Context: an optimization exercise on an open-source flow, tuned for small area, a short achievable clock period and few clock cycles per item. The choices shown serve that exercise and are no tape-out recipe.
No functional check of the RTL was part of this run.
No activity file was given, so power comes from the tool's default toggle rates.

### flow/flow/run.sh
#!/bin/bash
set -euo pipefail
bash standard.sh SETUP_SLACK_MARGIN=6.0 "BUFFER_PORTS_ARGS=-buffer_cell sky130_fd_sc_hd__buf_1" finish > standard.log 2>&1
### flow/standard.sh
#!/bin/bash
# synth_recipe.tcl (not shown) runs the flow's synth.tcl, then flattens the netlist and writes it again
# the make line also repeats each setting of config.mk as NAME=value (left out here)
make -C /OpenROAD-flow-scripts/flow DESIGN_CONFIG=/design/flow/config.mk WORK_HOME=/design/flow/orfs CLKGATE_MAP_FILE= SYNTH_SCRIPT=/design/flow/synth_recipe.tcl "${@:-finish}"
### flow/config.mk
export PLATFORM = sky130hd
export DESIGN_NAME = SSE
export DESIGN_NICKNAME = SSE
export VERILOG_FILES = /design/flow/design.v
export SDC_FILE = /design/flow/constraint.sdc
export NUM_CORES = 4
export LEC_CHECK = 0
export CAP_MARGIN = 20
export CORE_MARGIN = 2
export CORE_UTILIZATION = 55
export CTS_CLUSTER_DIAMETER = 100
export CTS_CLUSTER_SIZE = 26
export PLACE_DENSITY = 0.72
export SETUP_SLACK_MARGIN = 5
export SLEW_MARGIN = 20
export SYNTH_HIERARCHICAL = 1
export SYNTH_MINIMUM_KEEP_SIZE = 0
### flow/constraint.sdc
create_clock -name core_clock -period 10.0 [get_ports {clk}]
set_input_delay 2.0000 -clock core_clock [delete_from_list [all_inputs] [get_ports {clk}]]
set_output_delay 2.0000 -clock core_clock [all_outputs]
set_load 0.01 [all_outputs]
### flow/design.v
module sse_acc (
	input  logic        clk,
	input  logic        rst,
	input  logic        ps1,
	input  logic [7:0]  pe1,
	input  logic [24:0] pu1,
	input  logic        v5,
	input  logic        l5,
	output logic        out_valid,
	output logic [31:0] Y
);
	localparam logic [31:0] NAN = 32'h7f800001;
	logic [31:0] acc;
	logic        v6, l6, fresh;
	logic        ps;
	logic [7:0]  pe;
	logic        pNaN, pInf;   
	logic [23:0] yp;
	logic [3:0]  shH;    
	logic [7:0]  shL;    
	logic        selP;
	logic        as;
	logic [7:0]  ae;
	logic [22:0] af;
	assign {as, ae, af} = acc;
	logic aNaN, aInf, aZ, pZ;
	assign aNaN = (&ae) & (|af);
	assign aInf = (&ae) & ~(|af);
	assign aZ = fresh | ~(|ae);
	assign pZ = ~(|pe);
	logic normal;
	assign normal = ~aZ & ~aNaN & ~aInf & ~pNaN & ~pInf & ~pZ;
	logic [23:0] ya;
	logic [24:0] S, S1;
	logic        ovf;
	logic [7:0]  E, E1;
	logic [23:0] ma, yh;
	assign ma = {1'b1, af};
	always_comb begin
		for (int i = 0; i < 24; i++) begin
			yh[i] = (shH[0] & ma[i]) | (shH[1] & (i + 8 < 24 ? ma[(i + 8) % 24] : 1'b0))
				| (shH[2] & (i + 16 < 24 ? ma[(i + 16) % 24] : 1'b0));
			ya[i] = 0;
			for (int j = 0; j < 8; j++)
				if (i + j < 24) ya[i] = ya[i] | (shL[j] & yh[i + j]);
		end
	end
	sse_cadd #(.W(24), .L(5)) add (.a(ya), .b(yp), .s0(S), .s1(S1));
	assign ovf = S[24];
	assign E = selP ? pe : ae;
	assign E1 = E + 8'd1;
	logic [31:0] nres, pval, res;
	logic        selN, selA, selP2, selNaN;
	assign nres = ovf ? {as, E1, S1[23:1]} : {as, E, S[22:0]};
	assign pval = {ps, pe, aZ ? yp[22:0] : 23'd0};
	assign selN = v6 & normal;
	assign selNaN = v6 & (aZ ? pNaN : (aNaN | pNaN | (aInf & pInf & (as != ps))));
	assign selA = ~v6 | (~aZ & ~aNaN & ~pNaN & (aInf ? (~pInf | (as == ps)) : (~pInf & pZ)));
	assign selP2 = v6 & (aZ ? (~pNaN & ~pZ) : (~aNaN & ~pNaN & ~aInf & pInf));
	assign res = ({32{selN}} & nres) | ({32{selA}} & acc) | ({32{selP2}} & pval) | ({32{selNaN}} & NAN);
	logic [25:0] pinc;
	logic [22:0] f1n;
	logic [23:0] m1n;
	logic [7:0]  e1n;
	sse_inc #(.W(25), .L(5)) inc1 (.a(pu1), .s(pinc));
	assign f1n = pu1[24] ? pinc[23:1] : pu1[22:0];
	assign m1n = {1'b1, f1n};
	assign e1n = pe1;
	logic [23:0] yp0, yp1;
	logic [8:0]  dP0, dA0;
	logic [4:0]  shA0, shA1;
	logic        sel0, sel1, inc;
	logic       ebP;
	logic [8:0] dPa, dPp, dAa, dAp;
	assign ebP = v6 & (aZ | selP);
	assign dPa = {1'b0, ae} - {1'b0, e1n};
	assign dPp = {1'b0, pe} - {1'b0, e1n};
	assign dAa = {1'b0, e1n} - {1'b0, ae};
	assign dAp = {1'b0, e1n} - {1'b0, pe};
	assign dP0 = ebP ? dPp : dPa;
	assign dA0 = ebP ? dAp : dAa;
	assign inc = v6 & ~aZ & ~pZ & ovf;
	assign sel0 = dP0[8];
	assign sel1 = sel0 & (dA0 != 9'd1);
	assign yp0 = sel0 ? m1n : (dP0[7:0] > 8'd23) ? 24'd0 : (m1n >> dP0[4:0]);
	assign yp1 = sel0 ? m1n : {1'b0, yp0[23:1]};
	assign shA0 = ~sel0 ? 5'd0 : (dA0[7:0] > 8'd23) ? 5'd24 : dA0[4:0];
	assign shA1 = ~sel1 ? 5'd0 : (dA0[7:0] > 8'd24) ? 5'd24 : (dA0[4:0] - 5'd1);
	logic azn;
	assign azn = v6 ? (l6 | (aZ & pZ)) : aZ;
	logic [23:0] ypc0, ypc1;
	logic [3:0]  shH0, shH1;
	logic [7:0]  shL0, shL1;
	assign ypc0 = azn ? m1n : yp0;
	assign ypc1 = azn ? m1n : yp1;
	assign shH0 = {1'b0, shA0[4:3] == 2'd2, shA0[4:3] == 2'd1, shA0[4:3] == 2'd0};
	assign shH1 = {1'b0, shA1[4:3] == 2'd2, shA1[4:3] == 2'd1, shA1[4:3] == 2'd0};
	always_comb
		for (int j = 0; j < 8; j++) begin
			shL0[j] = (shA0[2:0] == j);
			shL1[j] = (shA1[2:0] == j);
		end
	always_ff @(posedge clk) begin
		ps <= ps1;
		pe <= e1n;
		pNaN <= (&e1n) & (|f1n);
		pInf <= (&e1n) & ~(|f1n);
		l6 <= l5;
		acc <= res;
		selP <= inc ? sel1 : sel0;
		shH <= inc ? shH1 : shH0;
		shL <= inc ? shL1 : shL0;
		yp <= inc ? ypc1 : ypc0;
		if (rst) begin
			v6 <= 0;
			fresh <= 1;
			out_valid <= 0;
		end
		else begin
			v6 <= v5;
			if (v6) fresh <= l6;
			out_valid <= v6 & l6;
		end
	end
	assign Y = acc;
endmodule
module sse_cadd #(parameter int W = 24, parameter int L = 5) (
	input  logic [W-1:0] a,
	input  logic [W-1:0] b,
	output logic [W:0]   s0,
	output logic [W:0]   s1
);
	logic [W-1:0] g [0:L];
	logic [W-1:0] t [0:L];
	logic [W-1:0] h;
	assign g[0] = a & b;
	assign t[0] = a | b;
	assign h = a ^ b;
	genvar l, i;
	generate
		for (l = 0; l < L; l++) begin : g_lvl
			for (i = 0; i < W; i++) begin : g_bit
				if (i >= (1 << l)) begin : g_op
					assign g[l + 1][i] = g[l][i] | (t[l][i] & g[l][i - (1 << l)]);
					assign t[l + 1][i] = t[l][i] & t[l][i - (1 << l)];
				end
				else begin : g_pass
					assign g[l + 1][i] = g[l][i];
					assign t[l + 1][i] = t[l][i];
				end
			end
		end
	endgenerate
	assign s0 = {g[L][W-1], h ^ {g[L][W-2:0], 1'b0}};
	assign s1 = {g[L][W-1] | t[L][W-1], h ^ {g[L][W-2:0] | t[L][W-2:0], 1'b1}};
endmodule
module sse_add #(parameter int W = 24, parameter int L = 5) (
	input  logic [W-1:0] a,
	input  logic [W-1:0] b,
	input  logic         ci,
	output logic [W:0]   s
);
	logic [W:0] g [0:L];
	logic [W:0] p [0:L];
	assign g[0] = {a & b, ci};
	assign p[0] = {a ^ b, 1'b0};
	genvar l, i;
	generate
		for (l = 0; l < L; l++) begin : g_lvl
			for (i = 0; i <= W; i++) begin : g_bit
				if ((i >> l) & 1) begin : g_op
					assign g[l + 1][i] = g[l][i] | (p[l][i] & g[l][((i >> l) << l) - 1]);
					assign p[l + 1][i] = p[l][i] & p[l][((i >> l) << l) - 1];
				end
				else begin : g_pass
					assign g[l + 1][i] = g[l][i];
					assign p[l + 1][i] = p[l][i];
				end
			end
		end
	endgenerate
	assign s = {g[L][W], p[0][W:1] ^ g[L][W-1:0]};
endmodule
module sse_addsub #(parameter int W = 24, parameter int L = 5) (
	input  logic [W-1:0] a,
	input  logic [W-1:0] b,
	input  logic         sub,
	output logic [W:0]   s
);
	logic [W-1:0] bb;
	assign bb = b ^ {W{sub}};
	logic [W:0] g [0:L];
	logic [W:0] p [0:L];
	assign g[0] = {a & bb, sub};
	assign p[0] = {a ^ bb, 1'b0};
	genvar l, i;
	generate
		for (l = 0; l < L; l++) begin : g_lvl
			for (i = 0; i <= W; i++) begin : g_bit
				if ((i >> l) & 1) begin : g_op
					assign g[l + 1][i] = g[l][i] | (p[l][i] & g[l][((i >> l) << l) - 1]);
					assign p[l + 1][i] = p[l][i] & p[l][((i >> l) << l) - 1];
				end
				else begin : g_pass
					assign g[l + 1][i] = g[l][i];
					assign p[l + 1][i] = p[l][i];
				end
			end
		end
	endgenerate
	assign s = {g[L][W], p[0][W:1] ^ g[L][W-1:0]};
endmodule
module sse_inc #(parameter int W = 24, parameter int L = 5) (
	input  logic [W-1:0] a,
	output logic [W:0]   s
);
	logic [W-1:0] p [0:L];
	assign p[0] = a;
	genvar l, i;
	generate
		for (l = 0; l < L; l++) begin : g_lvl
			for (i = 0; i < W; i++) begin : g_bit
				if ((i >> l) & 1) begin : g_op
					assign p[l + 1][i] = p[l][i] & p[l][((i >> l) << l) - 1];
				end
				else begin : g_pass
					assign p[l + 1][i] = p[l][i];
				end
			end
		end
	endgenerate
	assign s = {p[L][W-1], a ^ {p[L][W-2:0], 1'b1}};
endmodule
module sse_sq_tree (
	input  logic [22:0] f,
	output logic [47:0] q0,
	output logic [47:0] q1
);
	wire t1 = ~(~(f[0] & f[17]) ^ ~(f[1] & f[16]));
	wire t2 = ~(f[0] & f[17]) | ~(f[1] & f[16]);
	wire t3 = ~(~(f[0] & f[18]) ^ ~(f[1] & f[17]));
	wire t4 = ~(f[0] & f[18]) | ~(f[1] & f[17]);
	wire t5, t6;
	sse_fa ut5 (.a(~(f[0] & f[19])), .b(~(f[1] & f[18])), .c(~(f[2] & f[17])), .s(t5), .co(t6));
	wire t7 = ~(~(f[3] & f[16]) ^ ~(f[4] & f[15]));
	wire t8 = ~(f[3] & f[16]) | ~(f[4] & f[15]);
	wire t9, t10;
	sse_fa ut9 (.a(~(f[0] & f[20])), .b(~(f[1] & f[19])), .c(~(f[2] & f[18])), .s(t9), .co(t10));
	wire t11 = ~(~(f[3] & f[17]) ^ ~(f[4] & f[16]));
	wire t12 = ~(f[3] & f[17]) | ~(f[4] & f[16]);
	wire t13, t14;
	sse_fa ut13 (.a(~(f[0] & f[21])), .b(~(f[1] & f[20])), .c(~(f[2] & f[19])), .s(t13), .co(t14));
	wire t15, t16;
	sse_fa ut15 (.a(~(f[3] & f[18])), .b(~(f[4] & f[17])), .c(~(f[5] & f[16])), .s(t15), .co(t16));
	wire t17 = ~(~(f[6] & f[15]) ^ ~(f[7] & f[14]));
	wire t18 = ~(f[6] & f[15]) | ~(f[7] & f[14]);
	wire t19, t20;
	sse_fa ut19 (.a(~(f[0] & f[22])), .b(~(f[1] & f[21])), .c(~(f[2] & f[20])), .s(t19), .co(t20));
	wire t21, t22;
	sse_fa ut21 (.a(~(f[3] & f[19])), .b(~(f[4] & f[18])), .c(~(f[5] & f[17])), .s(t21), .co(t22));
	wire t23 = ~(~(f[6] & f[16]) ^ ~(f[7] & f[15]));
	wire t24 = ~(f[6] & f[16]) | ~(f[7] & f[15]);
	wire t25, t26;
	sse_fa ut25 (.a(~f[0]), .b(~(f[1] & f[22])), .c(~(f[2] & f[21])), .s(t25), .co(t26));
	wire t27, t28;
	sse_fa ut27 (.a(~(f[3] & f[20])), .b(~(f[4] & f[19])), .c(~(f[5] & f[18])), .s(t27), .co(t28));
	wire t29, t30;
	sse_fa ut29 (.a(~(f[6] & f[17])), .b(~(f[7] & f[16])), .c(~(f[8] & f[15])), .s(t29), .co(t30));
	wire t31 = ~(~(f[9] & f[14]) ^ ~(f[10] & f[13]));
	wire t32 = ~(f[9] & f[14]) | ~(f[10] & f[13]);
	wire t33, t34;
	sse_fa ut33 (.a(~f[1]), .b(~(f[2] & f[22])), .c(~(f[3] & f[21])), .s(t33), .co(t34));
	wire t35, t36;
	sse_fa ut35 (.a(~(f[4] & f[20])), .b(~(f[5] & f[19])), .c(~(f[6] & f[18])), .s(t35), .co(t36));
	wire t37, t38;
	sse_fa ut37 (.a(~(f[7] & f[17])), .b(~(f[8] & f[16])), .c(~(f[9] & f[15])), .s(t37), .co(t38));
	wire t39, t40;
	sse_fa ut39 (.a(~f[2]), .b(~(f[3] & f[22])), .c(~(f[4] & f[21])), .s(t39), .co(t40));
	wire t41, t42;
	sse_fa ut41 (.a(~(f[5] & f[20])), .b(~(f[6] & f[19])), .c(~(f[7] & f[18])), .s(t41), .co(t42));
	wire t43, t44;
	sse_fa ut43 (.a(~(f[8] & f[17])), .b(~(f[9] & f[16])), .c(~(f[10] & f[15])), .s(t43), .co(t44));
	wire t45, t46;
	sse_fa ut45 (.a(~f[3]), .b(~(f[4] & f[22])), .c(~(f[5] & f[21])), .s(t45), .co(t46));
	wire t47, t48;
	sse_fa ut47 (.a(~(f[6] & f[20])), .b(~(f[7] & f[19])), .c(~(f[8] & f[18])), .s(t47), .co(t48));
	wire t49, t50;
	sse_fa ut49 (.a(~f[4]), .b(~(f[5] & f[22])), .c(~(f[6] & f[21])), .s(t49), .co(t50));
	wire t51, t52;
	sse_fa ut51 (.a(~(f[7] & f[20])), .b(~(f[8] & f[19])), .c(~(f[9] & f[18])), .s(t51), .co(t52));
	wire t53, t54;
	sse_fa ut53 (.a(~f[5]), .b(~(f[6] & f[22])), .c(~(f[7] & f[21])), .s(t53), .co(t54));
	wire t55, t56;
	sse_fa ut55 (.a(~f[6]), .b(~(f[7] & f[22])), .c(~(f[8] & f[21])), .s(t55), .co(t56));
	wire t57 = ~(~(f[0] & f[11]) ^ ~(f[1] & f[10]));
	wire t58 = ~(f[0] & f[11]) | ~(f[1] & f[10]);
	wire t59 = ~(~(f[0] & f[12]) ^ ~(f[1] & f[11]));
	wire t60 = ~(f[0] & f[12]) | ~(f[1] & f[11]);
	wire t61, t62;
	sse_fa ut61 (.a(~(f[0] & f[13])), .b(~(f[1] & f[12])), .c(~(f[2] & f[11])), .s(t61), .co(t62));
	wire t63 = ~(~(f[3] & f[10]) ^ ~(f[4] & f[9]));
	wire t64 = ~(f[3] & f[10]) | ~(f[4] & f[9]);
	wire t65, t66;
	sse_fa ut65 (.a(~(f[0] & f[14])), .b(~(f[1] & f[13])), .c(~(f[2] & f[12])), .s(t65), .co(t66));
	wire t67 = ~(~(f[3] & f[11]) ^ ~(f[4] & f[10]));
	wire t68 = ~(f[3] & f[11]) | ~(f[4] & f[10]);
	wire t69, t70;
	sse_fa ut69 (.a(~(f[0] & f[15])), .b(~(f[1] & f[14])), .c(~(f[2] & f[13])), .s(t69), .co(t70));
	wire t71, t72;
	sse_fa ut71 (.a(~(f[3] & f[12])), .b(~(f[4] & f[11])), .c(~(f[5] & f[10])), .s(t71), .co(t72));
	wire t73 = ~(~(f[6] & f[9]) ^ ~(f[7] & f[8]));
	wire t74 = ~(f[6] & f[9]) | ~(f[7] & f[8]);
	wire t75, t76;
	sse_fa ut75 (.a(~(f[0] & f[16])), .b(~(f[1] & f[15])), .c(~(f[2] & f[14])), .s(t75), .co(t76));
	wire t77, t78;
	sse_fa ut77 (.a(~(f[3] & f[13])), .b(~(f[4] & f[12])), .c(~(f[5] & f[11])), .s(t77), .co(t78));
	wire t79 = ~(~(f[6] & f[10]) ^ ~(f[7] & f[9]));
	wire t80 = ~(f[6] & f[10]) | ~(f[7] & f[9]);
	wire t81, t82;
	sse_fa ut81 (.a(~(f[2] & f[15])), .b(~(f[3] & f[14])), .c(~(f[4] & f[13])), .s(t81), .co(t82));
	wire t83, t84;
	sse_fa ut83 (.a(~(f[5] & f[12])), .b(~(f[6] & f[11])), .c(~(f[7] & f[10])), .s(t83), .co(t84));
	wire t85, t86;
	sse_fa ut85 (.a(~(f[8] & f[9])), .b(~f[9]), .c(t1), .s(t85), .co(t86));
	wire t87, t88;
	sse_fa ut87 (.a(~(f[2] & f[16])), .b(~(f[3] & f[15])), .c(~(f[4] & f[14])), .s(t87), .co(t88));
	wire t89, t90;
	sse_fa ut89 (.a(~(f[5] & f[13])), .b(~(f[6] & f[12])), .c(~(f[7] & f[11])), .s(t89), .co(t90));
	wire t91, t92;
	sse_fa ut91 (.a(~(f[8] & f[10])), .b(t2), .c(t3), .s(t91), .co(t92));
	wire t93, t94;
	sse_fa ut93 (.a(~(f[5] & f[14])), .b(~(f[6] & f[13])), .c(~(f[7] & f[12])), .s(t93), .co(t94));
	wire t95, t96;
	sse_fa ut95 (.a(~(f[8] & f[11])), .b(~(f[9] & f[10])), .c(~f[10]), .s(t95), .co(t96));
	wire t97, t98;
	sse_fa ut97 (.a(t4), .b(t7), .c(t5), .s(t97), .co(t98));
	wire t99, t100;
	sse_fa ut99 (.a(~(f[5] & f[15])), .b(~(f[6] & f[14])), .c(~(f[7] & f[13])), .s(t99), .co(t100));
	wire t101, t102;
	sse_fa ut101 (.a(~(f[8] & f[12])), .b(~(f[9] & f[11])), .c(t8), .s(t101), .co(t102));
	wire t103, t104;
	sse_fa ut103 (.a(t11), .b(t6), .c(t9), .s(t103), .co(t104));
	wire t105, t106;
	sse_fa ut105 (.a(~(f[8] & f[13])), .b(~(f[9] & f[12])), .c(~(f[10] & f[11])), .s(t105), .co(t106));
	wire t107, t108;
	sse_fa ut107 (.a(~f[11]), .b(t12), .c(t17), .s(t107), .co(t108));
	wire t109, t110;
	sse_fa ut109 (.a(t10), .b(t13), .c(t15), .s(t109), .co(t110));
	wire t111, t112;
	sse_fa ut111 (.a(~(f[8] & f[14])), .b(~(f[9] & f[13])), .c(~(f[10] & f[12])), .s(t111), .co(t112));
	wire t113, t114;
	sse_fa ut113 (.a(t18), .b(t23), .c(t14), .s(t113), .co(t114));
	wire t115, t116;
	sse_fa ut115 (.a(t16), .b(t19), .c(t21), .s(t115), .co(t116));
	wire t117, t118;
	sse_fa ut117 (.a(~(f[11] & f[12])), .b(~f[12]), .c(t24), .s(t117), .co(t118));
	wire t119, t120;
	sse_fa ut119 (.a(t31), .b(t20), .c(t22), .s(t119), .co(t120));
	wire t121, t122;
	sse_fa ut121 (.a(t25), .b(t27), .c(t29), .s(t121), .co(t122));
	wire t123, t124;
	sse_fa ut123 (.a(~(f[10] & f[14])), .b(~(f[11] & f[13])), .c(t32), .s(t123), .co(t124));
	wire t125, t126;
	sse_fa ut125 (.a(t26), .b(t28), .c(t30), .s(t125), .co(t126));
	wire t127, t128;
	sse_fa ut127 (.a(t33), .b(t35), .c(t37), .s(t127), .co(t128));
	wire t129, t130;
	sse_fa ut129 (.a(~(f[11] & f[14])), .b(~(f[12] & f[13])), .c(~f[13]), .s(t129), .co(t130));
	wire t131, t132;
	sse_fa ut131 (.a(t34), .b(t36), .c(t38), .s(t131), .co(t132));
	wire t133, t134;
	sse_fa ut133 (.a(t39), .b(t41), .c(t43), .s(t133), .co(t134));
	wire t135, t136;
	sse_fa ut135 (.a(~(f[9] & f[17])), .b(~(f[10] & f[16])), .c(~(f[11] & f[15])), .s(t135), .co(t136));
	wire t137, t138;
	sse_fa ut137 (.a(~(f[12] & f[14])), .b(t40), .c(t42), .s(t137), .co(t138));
	wire t139, t140;
	sse_fa ut139 (.a(t44), .b(t45), .c(t47), .s(t139), .co(t140));
	wire t141, t142;
	sse_fa ut141 (.a(~(f[10] & f[17])), .b(~(f[11] & f[16])), .c(~(f[12] & f[15])), .s(t141), .co(t142));
	wire t143, t144;
	sse_fa ut143 (.a(~(f[13] & f[14])), .b(~f[14]), .c(t46), .s(t143), .co(t144));
	wire t145, t146;
	sse_fa ut145 (.a(t48), .b(t49), .c(t51), .s(t145), .co(t146));
	wire t147, t148;
	sse_fa ut147 (.a(~(f[8] & f[20])), .b(~(f[9] & f[19])), .c(~(f[10] & f[18])), .s(t147), .co(t148));
	wire t149, t150;
	sse_fa ut149 (.a(~(f[11] & f[17])), .b(~(f[12] & f[16])), .c(~(f[13] & f[15])), .s(t149), .co(t150));
	wire t151, t152;
	sse_fa ut151 (.a(t50), .b(t52), .c(t53), .s(t151), .co(t152));
	wire t153, t154;
	sse_fa ut153 (.a(~(f[9] & f[20])), .b(~(f[10] & f[19])), .c(~(f[11] & f[18])), .s(t153), .co(t154));
	wire t155, t156;
	sse_fa ut155 (.a(~(f[12] & f[17])), .b(~(f[13] & f[16])), .c(~(f[14] & f[15])), .s(t155), .co(t156));
	wire t157, t158;
	sse_fa ut157 (.a(~f[15]), .b(t54), .c(t55), .s(t157), .co(t158));
	wire t159, t160;
	sse_fa ut159 (.a(~f[7]), .b(~(f[8] & f[22])), .c(~(f[9] & f[21])), .s(t159), .co(t160));
	wire t161, t162;
	sse_fa ut161 (.a(~(f[10] & f[20])), .b(~(f[11] & f[19])), .c(~(f[12] & f[18])), .s(t161), .co(t162));
	wire t163, t164;
	sse_fa ut163 (.a(~(f[13] & f[17])), .b(~(f[14] & f[16])), .c(t56), .s(t163), .co(t164));
	wire t165, t166;
	sse_fa ut165 (.a(~f[8]), .b(~(f[9] & f[22])), .c(~(f[10] & f[21])), .s(t165), .co(t166));
	wire t167, t168;
	sse_fa ut167 (.a(~(f[11] & f[20])), .b(~(f[12] & f[19])), .c(~(f[13] & f[18])), .s(t167), .co(t168));
	wire t169, t170;
	sse_fa ut169 (.a(~(f[14] & f[17])), .b(~(f[15] & f[16])), .c(~f[16]), .s(t169), .co(t170));
	wire t171, t172;
	sse_fa ut171 (.a(~f[9]), .b(~(f[10] & f[22])), .c(~(f[11] & f[21])), .s(t171), .co(t172));
	wire t173, t174;
	sse_fa ut173 (.a(~(f[12] & f[20])), .b(~(f[13] & f[19])), .c(~(f[14] & f[18])), .s(t173), .co(t174));
	wire t175, t176;
	sse_fa ut175 (.a(~f[10]), .b(~(f[11] & f[22])), .c(~(f[12] & f[21])), .s(t175), .co(t176));
	wire t177, t178;
	sse_fa ut177 (.a(~(f[13] & f[20])), .b(~(f[14] & f[19])), .c(~(f[15] & f[18])), .s(t177), .co(t178));
	wire t179, t180;
	sse_fa ut179 (.a(~f[11]), .b(~(f[12] & f[22])), .c(~(f[13] & f[21])), .s(t179), .co(t180));
	wire t181, t182;
	sse_fa ut181 (.a(~f[12]), .b(~(f[13] & f[22])), .c(~(f[14] & f[21])), .s(t181), .co(t182));
	wire t183 = ~(~(f[0] & f[7]) ^ ~(f[1] & f[6]));
	wire t184 = ~(f[0] & f[7]) | ~(f[1] & f[6]);
	wire t185 = ~(~(f[0] & f[8]) ^ ~(f[1] & f[7]));
	wire t186 = ~(f[0] & f[8]) | ~(f[1] & f[7]);
	wire t187, t188;
	sse_fa ut187 (.a(~(f[0] & f[9])), .b(~(f[1] & f[8])), .c(~(f[2] & f[7])), .s(t187), .co(t188));
	wire t189 = ~(~(f[3] & f[6]) ^ ~(f[4] & f[5]));
	wire t190 = ~(f[3] & f[6]) | ~(f[4] & f[5]);
	wire t191, t192;
	sse_fa ut191 (.a(~(f[0] & f[10])), .b(~(f[1] & f[9])), .c(~(f[2] & f[8])), .s(t191), .co(t192));
	wire t193 = ~(~(f[3] & f[7]) ^ ~(f[4] & f[6]));
	wire t194 = ~(f[3] & f[7]) | ~(f[4] & f[6]);
	wire t195, t196;
	sse_fa ut195 (.a(~(f[2] & f[9])), .b(~(f[3] & f[8])), .c(~(f[4] & f[7])), .s(t195), .co(t196));
	wire t197, t198;
	sse_fa ut197 (.a(~(f[5] & f[6])), .b(~f[6]), .c(t57), .s(t197), .co(t198));
	wire t199, t200;
	sse_fa ut199 (.a(~(f[2] & f[10])), .b(~(f[3] & f[9])), .c(~(f[4] & f[8])), .s(t199), .co(t200));
	wire t201, t202;
	sse_fa ut201 (.a(~(f[5] & f[7])), .b(t58), .c(t59), .s(t201), .co(t202));
	wire t203, t204;
	sse_fa ut203 (.a(~(f[5] & f[8])), .b(~(f[6] & f[7])), .c(~f[7]), .s(t203), .co(t204));
	wire t205, t206;
	sse_fa ut205 (.a(t60), .b(t63), .c(t61), .s(t205), .co(t206));
	wire t207, t208;
	sse_fa ut207 (.a(~(f[5] & f[9])), .b(~(f[6] & f[8])), .c(t64), .s(t207), .co(t208));
	wire t209, t210;
	sse_fa ut209 (.a(t67), .b(t62), .c(t65), .s(t209), .co(t210));
	wire t211, t212;
	sse_fa ut211 (.a(~f[8]), .b(t68), .c(t73), .s(t211), .co(t212));
	wire t213, t214;
	sse_fa ut213 (.a(t66), .b(t69), .c(t71), .s(t213), .co(t214));
	wire t215, t216;
	sse_fa ut215 (.a(t74), .b(t79), .c(t70), .s(t215), .co(t216));
	wire t217, t218;
	sse_fa ut217 (.a(t72), .b(t75), .c(t77), .s(t217), .co(t218));
	wire t219, t220;
	sse_fa ut219 (.a(t80), .b(t76), .c(t78), .s(t219), .co(t220));
	wire t221, t222;
	sse_fa ut221 (.a(t81), .b(t83), .c(t85), .s(t221), .co(t222));
	wire t223, t224;
	sse_fa ut223 (.a(t82), .b(t84), .c(t87), .s(t223), .co(t224));
	wire t225, t226;
	sse_fa ut225 (.a(t89), .b(t86), .c(t91), .s(t225), .co(t226));
	wire t227, t228;
	sse_fa ut227 (.a(t88), .b(t90), .c(t93), .s(t227), .co(t228));
	wire t229, t230;
	sse_fa ut229 (.a(t95), .b(t92), .c(t97), .s(t229), .co(t230));
	wire t231, t232;
	sse_fa ut231 (.a(t94), .b(t96), .c(t99), .s(t231), .co(t232));
	wire t233, t234;
	sse_fa ut233 (.a(t101), .b(t98), .c(t103), .s(t233), .co(t234));
	wire t235, t236;
	sse_fa ut235 (.a(t100), .b(t105), .c(t102), .s(t235), .co(t236));
	wire t237, t238;
	sse_fa ut237 (.a(t107), .b(t104), .c(t109), .s(t237), .co(t238));
	wire t239, t240;
	sse_fa ut239 (.a(t106), .b(t111), .c(t108), .s(t239), .co(t240));
	wire t241, t242;
	sse_fa ut241 (.a(t110), .b(t113), .c(t115), .s(t241), .co(t242));
	wire t243, t244;
	sse_fa ut243 (.a(t112), .b(t117), .c(t114), .s(t243), .co(t244));
	wire t245, t246;
	sse_fa ut245 (.a(t116), .b(t119), .c(t121), .s(t245), .co(t246));
	wire t247, t248;
	sse_fa ut247 (.a(t118), .b(t123), .c(t120), .s(t247), .co(t248));
	wire t249, t250;
	sse_fa ut249 (.a(t122), .b(t125), .c(t127), .s(t249), .co(t250));
	wire t251, t252;
	sse_fa ut251 (.a(t129), .b(t124), .c(t126), .s(t251), .co(t252));
	wire t253, t254;
	sse_fa ut253 (.a(t128), .b(t131), .c(t133), .s(t253), .co(t254));
	wire t255, t256;
	sse_fa ut255 (.a(t130), .b(t135), .c(t132), .s(t255), .co(t256));
	wire t257, t258;
	sse_fa ut257 (.a(t134), .b(t137), .c(t139), .s(t257), .co(t258));
	wire t259, t260;
	sse_fa ut259 (.a(t136), .b(t141), .c(t138), .s(t259), .co(t260));
	wire t261, t262;
	sse_fa ut261 (.a(t140), .b(t143), .c(t145), .s(t261), .co(t262));
	wire t263, t264;
	sse_fa ut263 (.a(t142), .b(t147), .c(t149), .s(t263), .co(t264));
	wire t265, t266;
	sse_fa ut265 (.a(t144), .b(t146), .c(t151), .s(t265), .co(t266));
	wire t267, t268;
	sse_fa ut267 (.a(t148), .b(t150), .c(t153), .s(t267), .co(t268));
	wire t269, t270;
	sse_fa ut269 (.a(t155), .b(t152), .c(t157), .s(t269), .co(t270));
	wire t271, t272;
	sse_fa ut271 (.a(t154), .b(t156), .c(t159), .s(t271), .co(t272));
	wire t273, t274;
	sse_fa ut273 (.a(t161), .b(t158), .c(t163), .s(t273), .co(t274));
	wire t275, t276;
	sse_fa ut275 (.a(t160), .b(t162), .c(t165), .s(t275), .co(t276));
	wire t277, t278;
	sse_fa ut277 (.a(t167), .b(t169), .c(t164), .s(t277), .co(t278));
	wire t279, t280;
	sse_fa ut279 (.a(~(f[15] & f[17])), .b(t166), .c(t168), .s(t279), .co(t280));
	wire t281, t282;
	sse_fa ut281 (.a(t170), .b(t171), .c(t173), .s(t281), .co(t282));
	wire t283, t284;
	sse_fa ut283 (.a(~(f[16] & f[17])), .b(~f[17]), .c(t172), .s(t283), .co(t284));
	wire t285, t286;
	sse_fa ut285 (.a(t174), .b(t175), .c(t177), .s(t285), .co(t286));
	wire t287, t288;
	sse_fa ut287 (.a(~(f[14] & f[20])), .b(~(f[15] & f[19])), .c(~(f[16] & f[18])), .s(t287), .co(t288));
	wire t289, t290;
	sse_fa ut289 (.a(t176), .b(t178), .c(t179), .s(t289), .co(t290));
	wire t291, t292;
	sse_fa ut291 (.a(~(f[15] & f[20])), .b(~(f[16] & f[19])), .c(~(f[17] & f[18])), .s(t291), .co(t292));
	wire t293, t294;
	sse_fa ut293 (.a(~f[18]), .b(t180), .c(t181), .s(t293), .co(t294));
	wire t295, t296;
	sse_fa ut295 (.a(~f[13]), .b(~(f[14] & f[22])), .c(~(f[15] & f[21])), .s(t295), .co(t296));
	wire t297, t298;
	sse_fa ut297 (.a(~(f[16] & f[20])), .b(~(f[17] & f[19])), .c(t182), .s(t297), .co(t298));
	wire t299, t300;
	sse_fa ut299 (.a(~f[14]), .b(~(f[15] & f[22])), .c(~(f[16] & f[21])), .s(t299), .co(t300));
	wire t301, t302;
	sse_fa ut301 (.a(~(f[17] & f[20])), .b(~(f[18] & f[19])), .c(~f[19]), .s(t301), .co(t302));
	wire t303, t304;
	sse_fa ut303 (.a(~f[15]), .b(~(f[16] & f[22])), .c(~(f[17] & f[21])), .s(t303), .co(t304));
	wire t305, t306;
	sse_fa ut305 (.a(~f[16]), .b(~(f[17] & f[22])), .c(~(f[18] & f[21])), .s(t305), .co(t306));
	wire t307 = ~(~(f[0] & f[5]) ^ ~(f[1] & f[4]));
	wire t308 = ~(f[0] & f[5]) | ~(f[1] & f[4]);
	wire t309 = ~(~(f[0] & f[6]) ^ ~(f[1] & f[5]));
	wire t310 = ~(f[0] & f[6]) | ~(f[1] & f[5]);
	wire t311, t312;
	sse_fa ut311 (.a(~(f[2] & f[5])), .b(~(f[3] & f[4])), .c(~f[4]), .s(t311), .co(t312));
	wire t313, t314;
	sse_fa ut313 (.a(~(f[2] & f[6])), .b(~(f[3] & f[5])), .c(t184), .s(t313), .co(t314));
	wire t315, t316;
	sse_fa ut315 (.a(~f[5]), .b(t186), .c(t189), .s(t315), .co(t316));
	wire t317, t318;
	sse_fa ut317 (.a(t190), .b(t193), .c(t188), .s(t317), .co(t318));
	wire t319, t320;
	sse_fa ut319 (.a(t194), .b(t192), .c(t195), .s(t319), .co(t320));
	wire t321, t322;
	sse_fa ut321 (.a(t196), .b(t199), .c(t198), .s(t321), .co(t322));
	wire t323, t324;
	sse_fa ut323 (.a(t200), .b(t203), .c(t202), .s(t323), .co(t324));
	wire t325, t326;
	sse_fa ut325 (.a(t204), .b(t207), .c(t206), .s(t325), .co(t326));
	wire t327, t328;
	sse_fa ut327 (.a(t208), .b(t211), .c(t210), .s(t327), .co(t328));
	wire t329, t330;
	sse_fa ut329 (.a(t212), .b(t214), .c(t215), .s(t329), .co(t330));
	wire t331, t332;
	sse_fa ut331 (.a(t216), .b(t218), .c(t219), .s(t331), .co(t332));
	wire t333, t334;
	sse_fa ut333 (.a(t220), .b(t223), .c(t222), .s(t333), .co(t334));
	wire t335, t336;
	sse_fa ut335 (.a(t224), .b(t227), .c(t226), .s(t335), .co(t336));
	wire t337, t338;
	sse_fa ut337 (.a(t228), .b(t231), .c(t230), .s(t337), .co(t338));
	wire t339, t340;
	sse_fa ut339 (.a(t232), .b(t235), .c(t234), .s(t339), .co(t340));
	wire t341, t342;
	sse_fa ut341 (.a(t236), .b(t239), .c(t238), .s(t341), .co(t342));
	wire t343, t344;
	sse_fa ut343 (.a(t240), .b(t242), .c(t243), .s(t343), .co(t344));
	wire t345, t346;
	sse_fa ut345 (.a(t244), .b(t246), .c(t247), .s(t345), .co(t346));
	wire t347, t348;
	sse_fa ut347 (.a(t248), .b(t250), .c(t251), .s(t347), .co(t348));
	wire t349, t350;
	sse_fa ut349 (.a(t252), .b(t254), .c(t255), .s(t349), .co(t350));
	wire t351, t352;
	sse_fa ut351 (.a(t256), .b(t258), .c(t259), .s(t351), .co(t352));
	wire t353, t354;
	sse_fa ut353 (.a(t263), .b(t260), .c(t262), .s(t353), .co(t354));
	wire t355, t356;
	sse_fa ut355 (.a(t264), .b(t267), .c(t266), .s(t355), .co(t356));
	wire t357, t358;
	sse_fa ut357 (.a(t268), .b(t271), .c(t270), .s(t357), .co(t358));
	wire t359, t360;
	sse_fa ut359 (.a(t272), .b(t275), .c(t274), .s(t359), .co(t360));
	wire t361, t362;
	sse_fa ut361 (.a(t276), .b(t279), .c(t281), .s(t361), .co(t362));
	wire t363, t364;
	sse_fa ut363 (.a(t280), .b(t282), .c(t283), .s(t363), .co(t364));
	wire t365, t366;
	sse_fa ut365 (.a(t287), .b(t284), .c(t286), .s(t365), .co(t366));
	wire t367, t368;
	sse_fa ut367 (.a(t288), .b(t291), .c(t290), .s(t367), .co(t368));
	wire t369, t370;
	sse_fa ut369 (.a(t292), .b(t295), .c(t294), .s(t369), .co(t370));
	wire t371, t372;
	sse_fa ut371 (.a(t296), .b(t299), .c(t301), .s(t371), .co(t372));
	wire t373, t374;
	sse_fa ut373 (.a(~(f[18] & f[20])), .b(t300), .c(t302), .s(t373), .co(t374));
	wire t375, t376;
	sse_fa ut375 (.a(~(f[19] & f[20])), .b(~f[20]), .c(t304), .s(t375), .co(t376));
	wire t377, t378;
	sse_fa ut377 (.a(~f[17]), .b(~(f[18] & f[22])), .c(~(f[19] & f[21])), .s(t377), .co(t378));
	wire t379, t380;
	sse_fa ut379 (.a(~f[18]), .b(~(f[19] & f[22])), .c(~(f[20] & f[21])), .s(t379), .co(t380));
	wire t381 = ~(~(f[0] & f[3]) ^ ~(f[1] & f[2]));
	wire t382 = ~(f[0] & f[3]) | ~(f[1] & f[2]);
	wire t383 = ~(~(f[0] & f[4]) ^ ~(f[1] & f[3]));
	wire t384 = ~(f[0] & f[4]) | ~(f[1] & f[3]);
	wire t385, t386;
	sse_fa ut385 (.a(~(f[2] & f[3])), .b(~f[3]), .c(t307), .s(t385), .co(t386));
	wire t387, t388;
	sse_fa ut387 (.a(~(f[2] & f[4])), .b(t308), .c(t309), .s(t387), .co(t388));
	wire t389, t390;
	sse_fa ut389 (.a(t310), .b(t183), .c(t311), .s(t389), .co(t390));
	wire t391, t392;
	sse_fa ut391 (.a(t185), .b(t312), .c(t313), .s(t391), .co(t392));
	wire t393, t394;
	sse_fa ut393 (.a(t187), .b(t314), .c(t315), .s(t393), .co(t394));
	wire t395, t396;
	sse_fa ut395 (.a(t191), .b(t316), .c(t317), .s(t395), .co(t396));
	wire t397, t398;
	sse_fa ut397 (.a(t197), .b(t318), .c(t319), .s(t397), .co(t398));
	wire t399, t400;
	sse_fa ut399 (.a(t201), .b(t320), .c(t321), .s(t399), .co(t400));
	wire t401, t402;
	sse_fa ut401 (.a(t205), .b(t322), .c(t323), .s(t401), .co(t402));
	wire t403, t404;
	sse_fa ut403 (.a(t209), .b(t324), .c(t325), .s(t403), .co(t404));
	wire t405, t406;
	sse_fa ut405 (.a(t213), .b(t326), .c(t327), .s(t405), .co(t406));
	wire t407, t408;
	sse_fa ut407 (.a(t217), .b(t328), .c(t329), .s(t407), .co(t408));
	wire t409, t410;
	sse_fa ut409 (.a(t221), .b(t330), .c(t331), .s(t409), .co(t410));
	wire t411, t412;
	sse_fa ut411 (.a(t225), .b(t332), .c(t333), .s(t411), .co(t412));
	wire t413, t414;
	sse_fa ut413 (.a(t229), .b(t334), .c(t335), .s(t413), .co(t414));
	wire t415, t416;
	sse_fa ut415 (.a(t233), .b(t336), .c(t337), .s(t415), .co(t416));
	wire t417, t418;
	sse_fa ut417 (.a(t237), .b(t338), .c(t339), .s(t417), .co(t418));
	wire t419, t420;
	sse_fa ut419 (.a(t241), .b(t340), .c(t341), .s(t419), .co(t420));
	wire t421, t422;
	sse_fa ut421 (.a(t245), .b(t342), .c(t343), .s(t421), .co(t422));
	wire t423, t424;
	sse_fa ut423 (.a(t249), .b(t344), .c(t345), .s(t423), .co(t424));
	wire t425, t426;
	sse_fa ut425 (.a(t253), .b(t346), .c(t347), .s(t425), .co(t426));
	wire t427, t428;
	sse_fa ut427 (.a(t257), .b(t348), .c(t349), .s(t427), .co(t428));
	wire t429, t430;
	sse_fa ut429 (.a(t261), .b(t350), .c(t351), .s(t429), .co(t430));
	wire t431, t432;
	sse_fa ut431 (.a(t265), .b(t352), .c(t353), .s(t431), .co(t432));
	wire t433, t434;
	sse_fa ut433 (.a(t269), .b(t354), .c(t355), .s(t433), .co(t434));
	wire t435, t436;
	sse_fa ut435 (.a(t273), .b(t356), .c(t357), .s(t435), .co(t436));
	wire t437, t438;
	sse_fa ut437 (.a(t277), .b(t358), .c(t359), .s(t437), .co(t438));
	wire t439, t440;
	sse_fa ut439 (.a(t361), .b(t278), .c(t360), .s(t439), .co(t440));
	wire t441, t442;
	sse_fa ut441 (.a(t285), .b(t362), .c(t363), .s(t441), .co(t442));
	wire t443, t444;
	sse_fa ut443 (.a(t289), .b(t364), .c(t365), .s(t443), .co(t444));
	wire t445, t446;
	sse_fa ut445 (.a(t293), .b(t366), .c(t367), .s(t445), .co(t446));
	wire t447, t448;
	sse_fa ut447 (.a(t297), .b(t368), .c(t369), .s(t447), .co(t448));
	wire t449, t450;
	sse_fa ut449 (.a(t371), .b(t298), .c(t370), .s(t449), .co(t450));
	wire t451, t452;
	sse_fa ut451 (.a(t303), .b(t372), .c(t373), .s(t451), .co(t452));
	wire t453, t454;
	sse_fa ut453 (.a(t305), .b(t374), .c(t375), .s(t453), .co(t454));
	wire t455, t456;
	sse_fa ut455 (.a(t377), .b(t306), .c(t376), .s(t455), .co(t456));
	wire t457, t458;
	sse_fa ut457 (.a(~f[21]), .b(t378), .c(t379), .s(t457), .co(t458));
	wire t459, t460;
	sse_fa ut459 (.a(~f[19]), .b(~(f[20] & f[22])), .c(t380), .s(t459), .co(t460));
	wire t461, t462;
	sse_fa ut461 (.a(~f[20]), .b(~(f[21] & f[22])), .c(~f[22]), .s(t461), .co(t462));
	assign q0[0] = ~f[0];
	assign q1[0] = 1'b1;
	assign q0[1] = 1'b1;
	assign q1[1] = 1'b1;
	assign q0[2] = ~(f[0] & f[1]);
	assign q1[2] = ~f[1];
	assign q0[3] = ~(f[0] & f[2]);
	assign q1[3] = 1'b1;
	assign q0[4] = t381;
	assign q1[4] = ~f[2];
	assign q0[5] = t382;
	assign q1[5] = t383;
	assign q0[6] = t384;
	assign q1[6] = t385;
	assign q0[7] = t386;
	assign q1[7] = t387;
	assign q0[8] = t388;
	assign q1[8] = t389;
	assign q0[9] = t390;
	assign q1[9] = t391;
	assign q0[10] = t392;
	assign q1[10] = t393;
	assign q0[11] = t394;
	assign q1[11] = t395;
	assign q0[12] = t396;
	assign q1[12] = t397;
	assign q0[13] = t398;
	assign q1[13] = t399;
	assign q0[14] = t400;
	assign q1[14] = t401;
	assign q0[15] = t402;
	assign q1[15] = t403;
	assign q0[16] = t404;
	assign q1[16] = t405;
	assign q0[17] = t406;
	assign q1[17] = t407;
	assign q0[18] = t408;
	assign q1[18] = t409;
	assign q0[19] = t410;
	assign q1[19] = t411;
	assign q0[20] = t412;
	assign q1[20] = t413;
	assign q0[21] = t414;
	assign q1[21] = t415;
	assign q0[22] = t416;
	assign q1[22] = t417;
	assign q0[23] = t418;
	assign q1[23] = t419;
	assign q0[24] = t420;
	assign q1[24] = t421;
	assign q0[25] = t422;
	assign q1[25] = t423;
	assign q0[26] = t424;
	assign q1[26] = t425;
	assign q0[27] = t426;
	assign q1[27] = t427;
	assign q0[28] = t428;
	assign q1[28] = t429;
	assign q0[29] = t430;
	assign q1[29] = t431;
	assign q0[30] = t432;
	assign q1[30] = t433;
	assign q0[31] = t434;
	assign q1[31] = t435;
	assign q0[32] = t436;
	assign q1[32] = t437;
	assign q0[33] = t438;
	assign q1[33] = t439;
	assign q0[34] = t440;
	assign q1[34] = t441;
	assign q0[35] = t442;
	assign q1[35] = t443;
	assign q0[36] = t444;
	assign q1[36] = t445;
	assign q0[37] = t446;
	assign q1[37] = t447;
	assign q0[38] = t448;
	assign q1[38] = t449;
	assign q0[39] = t450;
	assign q1[39] = t451;
	assign q0[40] = t452;
	assign q1[40] = t453;
	assign q0[41] = t454;
	assign q1[41] = t455;
	assign q0[42] = t456;
	assign q1[42] = t457;
	assign q0[43] = t458;
	assign q1[43] = t459;
	assign q0[44] = t460;
	assign q1[44] = t461;
	assign q0[45] = t462;
	assign q1[45] = ~f[21];
	assign q0[46] = 1'b0;
	assign q1[46] = ~f[22];
	assign q0[47] = 1'b1;
	assign q1[47] = 1'b1;
endmodule
module sse_sq_sum (
	input  logic [47:0] q0,
	input  logic [47:0] q1,
	output logic [47:0] P
);
	logic [48:0] s;
	sse_add #(.W(48), .L(6)) add (.a(q0), .b(q1), .ci(1'b1), .s(s));
	assign P = ~s[47:0];
endmodule
module sse_fa (
	input  logic a, b, c,
	output logic s, co
);
	assign s = a ^ b ^ c;
	assign co = (a & b) | (a & c) | (b & c);
endmodule
module SSE (
	input  logic        clk,
	input  logic        rst,
	input  logic        in_valid,
	input  logic        in_last,
	input  logic [31:0] A,
	input  logic [31:0] B,
	output logic        in_ready,
	output logic        out_valid,
	output logic [31:0] Y
);
	localparam logic [31:0] NAN = 32'h7f800001;
	logic v0, v2, v3, v4, v5;
	logic l0, l2, l3, l4, l5;
	always_ff @(posedge clk) begin
		if (rst) begin
			in_ready <= 0;
			{v0, v2, v3, v4, v5} <= 0;
		end
		else begin
			in_ready <= 1;
			v0 <= in_valid & in_ready;
			{v2, v3, v4, v5} <= {v0, v2, v3, v4};
		end
		{l0, l2, l3, l4, l5} <= {in_last, l0, l2, l3, l4};
	end
	logic        sA, sB;
	logic [7:0]  eA, eB;
	logic [22:0] fA, fB;
	assign {sA, eA, fA} = A;
	assign {sB, eB, fB} = B;
	logic nanA, nanB, infA, infB, zA, zB;
	assign nanA = (&eA) & (|fA);
	assign nanB = (&eB) & (|fB);
	assign infA = (&eA) & ~(|fA);
	assign infB = (&eB) & ~(|fB);
	assign zA = ~(|eA);
	assign zB = ~(|eB);
	logic spec, isNaN, kill, ssgn;
	assign spec = zA | zB | (&eA) | (&eB);
	assign isNaN = nanA | nanB | (infA & infB & (sA != sB));
	assign kill = isNaN | (zA & zB);
	always_comb begin
		if (nanA | nanB) ssgn = 0;
		else if (infA & infB) ssgn = (sA == sB) ? sA : 1'b0;
		else if (infA) ssgn = sA;
		else if (infB) ssgn = sB;
		else if (zA & zB) ssgn = 0;
		else if (zA) ssgn = ~sB;
		else ssgn = sA;
	end
	logic [8:0]  dAB;
	logic [7:0]  dBA;
	logic        aLess, eEq, fLess, swp;
	assign dAB = {1'b0, eA} - {1'b0, eB};
	assign dBA = eB - eA;
	assign aLess = dAB[8];
	assign eEq = (eA == eB);
	assign fLess = fA < fB;
	assign swp = A[30:0] < B[30:0];    
	logic [22:0] x0, y0;
	logic        h0;
	logic [4:0]  k0;
	logic [7:0]  e0;
	logic        s0, sub0;
	always_ff @(posedge clk) begin
		y0 <= spec ? 23'd0 : swp ? fA : fB;
		h0 <= ~spec;
		x0 <= kill ? {22'd0, isNaN} : swp ? fB : fA;
		e0 <= aLess ? eB : eA;
		k0 <= aLess ? ((dBA > 8'd23) ? 5'd24 : dBA[4:0]) : ((dAB[7:0] > 8'd23) ? 5'd24 : dAB[4:0]);
		if (spec) begin
			s0 <= ssgn;
			sub0 <= 0;
		end
		else begin
			s0 <= (sA == sB) ? (swp ^ sA) : sA;
			sub0 <= (sA == sB);
		end
	end
	logic [23:0] y1;
	assign y1 = {h0, y0} >> k0;
	logic [24:0] sum2;
	sse_addsub #(.W(24), .L(5)) add1 (.a({1'b1, x0}), .b(y1), .sub(sub0), .s(sum2));
	logic [24:0] r2;
	logic [7:0]  e2;
	logic        s2, sub2;
	always_ff @(posedge clk) begin
		r2 <= {sum2[24] & ~sub0, sum2[23:0]};
		e2 <= e0;
		s2 <= s0;
		sub2 <= sub0;
	end
	logic [24:0] inc3;
	logic [25:0] inc3x;
	assign inc3 = inc3x[24:0];
	sse_inc #(.W(25), .L(5)) inc1 (.a(r2), .s(inc3x));
	logic [31:0] zx;
	logic [7:0]  nz1;
	logic [15:0] nc1;
	logic [3:0]  nz2;
	logic [11:0] nc2;
	logic [1:0]  nz3;
	logic [7:0]  nc3;
	logic [4:0]  lz;
	assign zx = {r2[23:0], 8'hff};
	genvar gi;
	generate
		for (gi = 0; gi < 8; gi++) begin : g_l1
			logic [3:0] q;
			assign q = zx[4 * gi +: 4];
			assign nz1[gi] = |q;
			assign nc1[2 * gi +: 2] = q[3] ? 2'd0 : q[2] ? 2'd1 : q[1] ? 2'd2 : 2'd3;
		end
		for (gi = 0; gi < 4; gi++) begin : g_l2
			assign nz2[gi] = nz1[2 * gi + 1] | nz1[2 * gi];
			assign nc2[3 * gi +: 3] = nz1[2 * gi + 1] ? {1'b0, nc1[4 * gi + 2 +: 2]} : {1'b1, nc1[4 * gi +: 2]};
		end
		for (gi = 0; gi < 2; gi++) begin : g_l3
			assign nz3[gi] = nz2[2 * gi + 1] | nz2[2 * gi];
			assign nc3[4 * gi +: 4] = nz2[2 * gi + 1] ? {1'b0, nc2[6 * gi + 3 +: 3]} : {1'b1, nc2[6 * gi +: 3]};
		end
	endgenerate
	assign lz = nz3[1] ? {1'b0, nc3[7:4]} : {1'b1, nc3[3:0]};
	logic [23:0] n1;
	assign n1 = r2[23:0] << lz;
	logic        s3;
	logic [7:0]  e3;
	logic [4:0]  lz3;
	logic [22:0] f3;
	always_ff @(posedge clk) begin
		if (sub2) begin
			if (r2[23:0] == 0) begin
				s3 <= 0;
				e3 <= 0;
				lz3 <= 0;
			end
			else begin
				s3 <= s2;
				e3 <= e2;
				lz3 <= lz;
			end
			f3 <= n1[22:0];
		end
		else begin
			s3 <= s2;
			e3 <= r2[24] ? e2 + 8'd1 : e2;
			lz3 <= 0;
			f3 <= r2[24] ? inc3[23:1] : r2[22:0];
		end
	end
	logic        sd;
	logic [7:0]  ed;
	logic [22:0] fd;
	assign sd = s3;
	assign ed = e3 - {3'd0, lz3};
	assign fd = f3;
	logic [9:0] ex4;
	assign ex4 = {1'b0, ed, 1'b0} - 10'd127;
	logic [47:0] q0, q1;
	sse_sq_tree sq (.f(fd), .q0(q0), .q1(q1));
	logic spec4, ssp4, esp4, nsp4;
	always_comb begin
		spec4 = 1;
		ssp4 = 0;
		esp4 = 1;
		nsp4 = 0;
		if ((&ed) & (|fd)) nsp4 = 1;
		else if (&ed) ssp4 = sd;
		else if (~(|ed)) esp4 = 0;
		else if (~ex4[9] & (ex4[8:0] > 9'd254)) ;
		else if (ex4[9] | (ex4 == 0)) esp4 = 0;
		else spec4 = 0;
	end
	logic [47:0] r40, r41;
	logic [7:0]  e4;
	logic        spec5i, ssp5i, esp5i, nsp5i;
	always_ff @(posedge clk) begin
		r40 <= q0;
		r41 <= q1;
		e4 <= ex4[7:0];
		spec5i <= spec4;
		ssp5i <= ssp4;
		esp5i <= esp4;
		nsp5i <= nsp4;
	end
	logic [47:0] P;
	logic [24:0] U;
	sse_sq_sum sqs (.q0(r40), .q1(r41), .P(P));
	assign U = P[47:23];
	logic        ps5;
	logic [7:0]  pe5;
	logic [24:0] pu5;
	always_comb begin
		if (spec5i) begin
			ps5 = ssp5i;
			pe5 = {8{esp5i}};
			pu5 = {24'd0, nsp5i};
		end
		else begin
			ps5 = 0;
			pe5 = U[24] ? e4 + 8'd1 : e4;
			pu5 = U;
		end
	end
	logic        ps1;
	logic [7:0]  pe1;
	logic [24:0] pu1;
	always_ff @(posedge clk) begin
		ps1 <= ps5;
		pe1 <= pe5;
		pu1 <= pu5;
	end
	sse_acc acc (
		.clk(clk), .rst(rst),
		.ps1(ps1), .pe1(pe1), .pu1(pu1), .v5(v5), .l5(l5),
		.out_valid(out_valid), .Y(Y)
	);
endmodule
==> metrics.md <==
| Metric | Value |
|---|---|
| Status | complete, no violations |
| Area grow syn2layout | 10.1% |
| ANT nets after route | 0 |
| Max Transition Viols Final | 0 |
| Antenna violations before repair | 0 |
| Fmax | 0.242 GHz |
| I/O pin cnt | 102 |
| Fin. Hold Viols | 0 |
| Vias in the first global route | roughly 26000 |
| ANT cells | 0 |
| Die X | around 250 um |
| Placed Area | approximately 33000 sq um |
| Worst hold path type | flop to flop |
| Initial core utilization | 55.8% |
| Core Box Area | a little under 60000 sq um |
| Hold_ws | about 330 ps |
| M1 WL | between 30000 and 40000 um |
| Die Span Y | ~250 um |
| Layout Skew | 38.4 ps |
| Core Rows | 88 |
| PnR Total Power | 12800 uW |
| Largest net degree at the start of global routing | 48 |
| Mean Syn Cell Area | about 8.9 sq um |
| Yosys synthesis warning count | 19 |
| Aggregate global routing overflow | 0 |
| Slew @ Worst Pin | 1070 ps |
| Tmin final | 4130 ps |
| Worst setup EP type | flop |
| H-tree depth | 1 |
| Most common cell on crit path | buf_4 |
| Slew margin rel. | between 20% and 30% |
| CP Class | flop to flop |
| First-pass detailed-route iteration total | 9 |
| CP Buf/Inv Count | 3 |
| CTS Root Buffer Type | clkbuf_16 |
| Peak supply drop | between 200 and 300 uV |
| CTS Sinks | between 300 and 400 |
| Final WL | 88800 um |
| DRC Markers | 0 |
| Critical Path Start Type | flop |
| Uppermost layer routed | met4 |
| Crit-path slowest cell | mux4_2 |
| Crit-path max FO | 6 |
| Unrepaired setup endpoints after global routing | true |
| Final worst-path cycle share | about 41% |
| Required @ worst endpoint | between 10000 and 15000 ps |
| FILL cells | approximately 5000 |
| # nets final | between 4000 and 5000 |
| CTS max path bufs | 3 |
| Die area | approximately 60000 sq um |
| Cell family with most CP delay | compound AO/OA/AOI/OAI gates |
| DPL Wire Length | 64100 um |
| Clk slew on worst S/H paths | about 90 ps |
| I/O Buffers | approximately 100 |
| DR WL met2 | between 40000 and 50000 um |
| Final Wtd Congestion | just under 1 |
| Critical path's largest stage delay | about 550 ps |
| Max-Cap Viols | 0 |
| Cells along the critical path | buf_12, mux4_2, buf_4, mux2i_2, a211oi_2, xor2_1, ha_1, nand4_1, nor2_2, nor4_4, a21boi_4, a311oi_4, o2111ai_2, o31a_1, buf_4, xor2_2 |
| P per Cell Area | around 360 nW/um^2 |
| Leak | between 0.01 and 0.015 uW |
| Setup TNS Final | 0 ps |
| Latest clock arrival within the worst-skew pair | roughly 590 ps |
| First-pass GRT wire length | approximately 140000 um |
| TritonCTS clock tree | yes |
| Iteration-0 DRC count of the detailed router | around 2600 |
| Post-Syn Area | approximately 32000 sq um |
| Non-Filler Cell Area, Final | approximately 36000 sq um |
| Vias per cell | 6.13 |
| Share of layout cells above drive strength 1 | 14.3% |
| Cts bufs inserted | 21 |
| Vias | 27100 |
| GRT Overall Usage | 28.3% |
| Wire length on met3 | ~6300 um |
| Wire length per cell | around 20 um |
| Mapped Cells | 3633 |
| Setup Viol. Count Final | 0 |
| CP Data Arrival Time | between 4000 and 5000 ps |
## flip-flops by register name, summed over array words and instances (netlist names), 23 cells and up
name	cells
acc.yp	24
r40	48
r2	25
x0	23
y0	23
acc.acc	32
r41	48
pu1	25
f3	23
## per-stage QoR
stage               worst slack [ps]  util, %  instances
floorplan                       5670        -       3638
global placement                4450     56.1       4276
detailed placement              4380     56.1       4276
CTS                             5870     59.1       4350
global route                    5720     61.4       4414
finish                          5870     61.4       4414
## layout make-up
class | count | area (sq um) | area share, %
Inverter | 280 | 1090 | 3.06
Clock inverter | 11 | 131 | 0.369
Multi-Input combinational cell | 2720 | 23600 | 66.3
Timing Repair inverter | 1 | 5.00 | 0.0141
Timing Repair Buffer | 246 | 1820 | 5.11
Sequential cell | 369 | 7460 | 21.0
Clock buffer | 22 | 529 | 1.49
Tap cell | 765 | 957 | 2.69
## where the power goes
group	total [uW]	switching (uW)	internal, uW	leakage, uW
sequential	2690	572	2110	0.00309
combinational	9140	5170	3980	0.0107
clock	972	564	408	0.000315
## what timing repair did
| item | CTS | global route |
|---|---|---|
| gates resized for setup | 152 | 170 |
| cloned | 6 | 4 |
| endpoints found under the hold margin | 0 | 0 |
| setup endpoints to repair | 130 | 116 |
| hold buffers | 0 | 0 |
| pin swaps | 33 | 75 |
| buffers inserted | 35 | 59 |
## worst reg2reg max path: cells and delay by family (launching register included)
family          cells  cell delay [ps]
flops               1              410
fa+ha+maj           1              350
xor+xnor            2              320
mux                 2              780
simple gates        3              680
buf+inv             3              440
compound gates      5             1050
## path summary, 6_finish.rpt
path | endpoint | start | depth (start not counted) | slack, ps
setup reg to reg | r2[23] | k0[0] | 16 | 5870
hold reg to reg | e2[4] | e0[4] | 0 | 330
setup / recovery | r2[23] | k0[0] | 16 | 5870
hold / removal | e2[4] | e0[4] | 0 | 330
## routing by layer
layer	global-route usage, %	up-vias
met2	46.9	1166
li1	-	12600
met3	3.52	206
met1	37.7	13100
met4	11.1	0
met5	0	-
## cells in the final DEF, fill, tap and decap left out, types with 31 or more instances in the layout
master   count
a21o_1      42
a21oi_1    145
a221o_1     37
a22oi_1     51
and2_1      66
buf_1       98
buf_4      118
dfxtp_1    341
fa_1       217
ha_1       194
inv_1      270
mux2_2      31
mux2i_1    169
nand2_1    395
nand3_1     68
nand4_1     47
nor2_1     225
nor2b_1     61
nor3_1      48
nor4_1      42
o21ai_0    102
xnor2_1     85
xor2_1      84

afterwards: timing with drivers on the ports:
Ports are ideal in the flow. The routed layout listed here was re-timed in OpenROAD.
Step 1: set_driving_cell puts a clkbuf_16 on clk and a buf_2 on each other input, an assumption about the parent block.
Step 2 moves the port delays by t, midway between the first and last clock arrival at a register: inputs arrive t later, outputs are due t later. That takes back most of the time a late clock gives input paths.
Slacks: ideal ports / drivers / drivers and shift; pairs: ideal ports / drivers.
t, ns: 0.635
setup WS [ns]: 5.868 / 5.868 / 5.303
worst hold slack (ns): 0.334 / 0.334 / 0.334
latest minus earliest clock arrival (ns): 0.042 / 0.042
worst register clock-pin slew, ns: 0.11 / 0.11
After both steps this run still meets setup and hold. For this run, drivers alone change the setup slack by 0.000 ns; drivers and shift together by -0.565 ns.
